This is an optimization exercise on Yosys and OpenROAD, whose aim is small area and a short achievable clock period, not a production implementation.

Setup of v6:
==> module key_gen, before the edit <==
module key_gen #(
  parameter bit CHAIN = 0
) (
  input  logic [63:0] key_in,
  input  logic        z0, z1,
  output logic [63:0] key_out
);
  logic [15:0] p, k1, k2, k3, k4, k5, pn, c0, c1, bc0;
  logic [15:0] k2r1, k3r1, k3r3, k3r4, k3r6, k3r8, pr3, pr4, c0r3, c0r4, k4r3, k4r4;
  assign p  = key_in[15:0];
  assign k1 = key_in[31:16];
  assign k2 = key_in[47:32];
  assign k3 = key_in[63:48];
  assign c0 = {14'h3fff, 1'b0, z0};
  assign c1 = {14'h3fff, 1'b0, z1};
  shifter #(15) R2a (k2, k2r1);      
  shifter #(15) R3a (k3, k3r1);      
  shifter #(13) R3b (k3, k3r3);      
  shifter #(12) R3c (k3, k3r4);      
  shifter #(10) R3d (k3, k3r6);      
  shifter #(8)  R3e (k3, k3r8);      
  shifter #(13) RPa (p, pr3);        
  shifter #(12) RPb (p, pr4);        
  shifter #(13) RCa (c0, c0r3);      
  shifter #(12) RCb (c0, c0r4);      
  assign bc0 = c0r3 ^ c0r4;
  assign k4 = p ^ (k3r3 ^ k3r4) ^ c0;
  shifter #(13) R4a (k4, k4r3);      
  shifter #(12) R4b (k4, k4r4);      
  generate
    if (CHAIN) begin : chained
      assign k5 = (k1 ^ (k2 ^ k2r1) ^ c1) ^ (k4r3 ^ k4r4);
    end else begin : flat
      assign k5 = (k1 ^ (k2 ^ k2r1)) ^ ((pr3 ^ pr4) ^ (k3r6 ^ k3r8)) ^ bc0 ^ c1;
    end
  endgenerate
  assign pn = k2 ^ k3 ^ k3r1;
  assign key_out = {k5, k4, k3, pn};
endmodule
==> module simon32_64, before the edit <==
module simon32_64 (
	input  logic clk, reset,
	input  logic in_valid,
	output logic in_ready,
	input  logic [31:0] plaintext,
	input  logic [63:0] key,
	output logic out_valid,
	output logic [31:0] ciphertext
);
	localparam logic [2:0] A_FIRST = 3'b110;
	localparam logic [3:0] B_LAST  = 4'b1101;
	logic [15:0] xa, wa, xb, wb;
	logic [63:0] ka, kb;
	logic [2:0]  ca, ca_next;
	logic [3:0]  cb, cb_next;
	logic        va, free_b, last_b;
	logic [15:0] xab, wab, xba, wba;
	logic [63:0] kab, kba;
	always_comb begin
		case (ca)
			3'b110:  cb_next = 4'b1100;
			3'b100:  cb_next = 4'b1000;
			3'b000:  cb_next = 4'b1001;
			3'b010:  cb_next = 4'b0100;
			3'b011:  cb_next = 4'b1010;
			3'b001:  cb_next = 4'b0101;
			3'b111:  cb_next = 4'b0000;
			default: cb_next = 4'b1101;
		endcase
		case (cb)
			4'b1100: ca_next = 3'b100;
			4'b1000: ca_next = 3'b000;
			4'b1001: ca_next = 3'b010;
			4'b0100: ca_next = 3'b011;
			4'b1010: ca_next = 3'b001;
			4'b0101: ca_next = 3'b111;
			default: ca_next = 3'b101;
		endcase
	end
	assign last_b = (cb == B_LAST);
	round   rab (xa, wa, ka[31:16], ka[47:32], xab, wab);
	key_gen #(1) gab (ka, ca[2], ca[1], kab);
	round   rba (xb, wb, kb[31:16], kb[47:32] & {16{!last_b}}, xba, wba);
	key_gen gba (kb, cb[3], cb[2], kba);
	always_ff @(posedge clk) begin
		xb <= xab;
		wb <= wab;
		kb <= kab;
		cb <= cb_next;
		if (free_b) begin
			xa <= plaintext[31:16];
			wa <= plaintext[15:0] ^ key[15:0];
			ka <= {key[63:16], key[15:0] ^ key[31:16] ^ {key[16], key[31:17]}};
			ca <= A_FIRST;
		end else begin
			xa <= xba;
			wa <= wba;
			ka <= kba;
			ca <= ca_next;
		end
	end
	always_ff @(posedge clk) begin
		if (reset) begin
			va        <= 1'b0;
			free_b    <= 1'b1;
			out_valid <= 1'b0;
		end else begin
			va        <= free_b ? in_valid : !last_b;
			free_b    <= !va;
			out_valid <= !free_b && last_b;
		end
	end
	assign in_ready   = free_b;
	assign ciphertext = {xa, wa};
endmodule
clock: 2.5 ns
lec_check: 0
cap_margin: 20
core_margin: 2
core_utilization: 40
cts_cluster_diameter: 100
cts_cluster_size: 25
setup_slack_margin: 0.9
slew_margin: 20
standard.sh (not shown) runs the stock make flow with config.mk's settings and CLKGATE_MAP_FILE= SYNTH_SCRIPT=/design/flow/synth_recipe.tcl, a recipe that flattens the netlist after the stock synthesis.
==> flow/flow/run.sh <==
#!/bin/bash
# Standard layout (the standard.sh) with two changes:
#  - the port buffers are plain buffers instead of the delay cells that
#    buffer_ports picks by default;
#  - the slow cells listed in flow/dont_use.txt are added to the platform's
#    don't-use list, so that synthesis maps the XOR-heavy logic onto faster
#    two-input gates.
set -euo pipefail
export BUFFER_PORTS_ARGS="-buffer_cell sky130_fd_sc_hd__buf_2"
plat=$(make -s -C "$FLOW_HOME" DESIGN_CONFIG="$PWD/config.mk" WORK_HOME="$PWD/orfs" \
  print-DONT_USE_CELLS 2> print_dont_use.log | sed -n 's/^DONT_USE_CELLS: //p')
extra=$(grep -v '^#' flow/dont_use.txt | tr '\n' ' ')
echo "platform: $plat" > dont_use.log
echo "added: $extra" >> dont_use.log
bash standard.sh "DONT_USE_CELLS=$plat $extra" finish > standard_finish.log 2>&1
==> flow/flow/dont_use.txt <==
# slow cells kept out of synthesis and repair
sky130_fd_sc_hd__xor3_1
sky130_fd_sc_hd__xor3_2
sky130_fd_sc_hd__xor3_4
sky130_fd_sc_hd__xnor3_1
sky130_fd_sc_hd__xnor3_2
sky130_fd_sc_hd__xnor3_4
sky130_fd_sc_hd__or4_1
sky130_fd_sc_hd__or4_2
sky130_fd_sc_hd__or4_4
sky130_fd_sc_hd__nor4_1
sky130_fd_sc_hd__nor4_2
sky130_fd_sc_hd__nor4_4
sky130_fd_sc_hd__and4_1
sky130_fd_sc_hd__and4_2
sky130_fd_sc_hd__and4_4
sky130_fd_sc_hd__nand4_1
sky130_fd_sc_hd__nand4_2
sky130_fd_sc_hd__nand4_4
sky130_fd_sc_hd__or4b_1
sky130_fd_sc_hd__or4bb_1
sky130_fd_sc_hd__nor4b_1
sky130_fd_sc_hd__nor4bb_1
sky130_fd_sc_hd__or3_1
sky130_fd_sc_hd__or3b_1
sky130_fd_sc_hd__nor3_1
v6 went all the way through synthesis, placement and routing and the layout is clean on timing, DRC and antenna.
What v7 does differently from v6 at the input level:
--- a/flow/design.v
+++ b/flow/design.v
@@ -18,48 +18,33 @@
   shifter #(1) B1 (x1, b1);
   shifter #(8) B8 (x1, b8);
   shifter #(2) B2 (x1, b2);
   assign x_out = (b1 & b8) ^ (b2 ^ (x_in ^ k1));
   assign w_out = x1 ^ k2;
 endmodule
-module key_gen #(
-  parameter bit CHAIN = 0
-) (
+module key_gen (
   input  logic [63:0] key_in,
   input  logic        z0, z1,
   output logic [63:0] key_out
 );
-  logic [15:0] p, k1, k2, k3, k4, k5, pn, c0, c1, bc0;
-  logic [15:0] k2r1, k3r1, k3r3, k3r4, k3r6, k3r8, pr3, pr4, c0r3, c0r4, k4r3, k4r4;
+  logic [15:0] p, k1, k2, k3, k4, k5, pn, c0, c1;
+  logic [15:0] k2r1, k3r1, k3r3, k3r4, k4r3, k4r4;
   assign p  = key_in[15:0];
   assign k1 = key_in[31:16];
   assign k2 = key_in[47:32];
   assign k3 = key_in[63:48];
   assign c0 = {14'h3fff, 1'b0, z0};
   assign c1 = {14'h3fff, 1'b0, z1};
   shifter #(15) R2a (k2, k2r1);      
   shifter #(15) R3a (k3, k3r1);      
   shifter #(13) R3b (k3, k3r3);      
   shifter #(12) R3c (k3, k3r4);      
-  shifter #(10) R3d (k3, k3r6);      
-  shifter #(8)  R3e (k3, k3r8);      
-  shifter #(13) RPa (p, pr3);        
-  shifter #(12) RPb (p, pr4);        
-  shifter #(13) RCa (c0, c0r3);      
-  shifter #(12) RCb (c0, c0r4);      
-  assign bc0 = c0r3 ^ c0r4;
-  assign k4 = p ^ (k3r3 ^ k3r4) ^ c0;
   shifter #(13) R4a (k4, k4r3);      
   shifter #(12) R4b (k4, k4r4);      
-  generate
-    if (CHAIN) begin : chained
-      assign k5 = (k1 ^ (k2 ^ k2r1) ^ c1) ^ (k4r3 ^ k4r4);
-    end else begin : flat
-      assign k5 = (k1 ^ (k2 ^ k2r1)) ^ ((pr3 ^ pr4) ^ (k3r6 ^ k3r8)) ^ bc0 ^ c1;
-    end
-  endgenerate
+  assign k4 = p ^ (k3r3 ^ k3r4) ^ c0;
+  assign k5 = (k1 ^ (k2 ^ k2r1) ^ c1) ^ (k4r3 ^ k4r4);
   assign pn = k2 ^ k3 ^ k3r1;
   assign key_out = {k5, k4, k3, pn};
 endmodule
 module simon32_64 (
 	input  logic clk, reset,
 	input  logic in_valid,
@@ -98,13 +83,13 @@
 			4'b0101: ca_next = 3'b111;
 			default: ca_next = 3'b101;
 		endcase
 	end
 	assign last_b = (cb == B_LAST);
 	round   rab (xa, wa, ka[31:16], ka[47:32], xab, wab);
-	key_gen #(1) gab (ka, ca[2], ca[1], kab);
+	key_gen gab (ka, ca[2], ca[1], kab);
 	round   rba (xb, wb, kb[31:16], kb[47:32] & {16{!last_b}}, xba, wba);
 	key_gen gba (kb, cb[3], cb[2], kba);
 	always_ff @(posedge clk) begin
 		xb <= xab;
 		wb <= wab;
 		kb <= kab;
==> comparison <==
Comparing v6 against v7, there is no change at all in sequential cell count. Taking v6 as the reference, in v7 die outline height fell 0.75%, complex-gate fraction of the synthesized area fell 0.20 points. The run with more setup slack is v6; v7 has less. v7 against v6: transition time at the pin with the least slew margin saw an increase; simple logic cell fraction of the synthesized area saw little to no change.
No run of this note included a check of the RTL's function; only the layout flow was run.

==> separate check: timing with driven ports <==
How much do the figures lean on ideal ports? The routed layouts below were timed once more, with nothing changed but the port constraints.
Step 1 assumes that a clkbuf_16 drives the clock port and a buf_2 every other input.
Step 2 also shifts input and output timing later by t, the mid clock arrival at the registers, as if the neighbouring blocks saw the same clock.
Slacks: no drivers / after step 1 / after step 2; pairs: no drivers / after step 1.
| run | shift t [ns] | setup WS [ns] | cell pins on the clock port's net |
|---|---|---|---|
| v6 | 0.516 | 0.912 / 0.882 / 0.912 | 1 |
| v7 | 0.526 | 0.878 / 0.867 / 0.878 | 1 |
After both steps setup and hold are still met in every run listed.
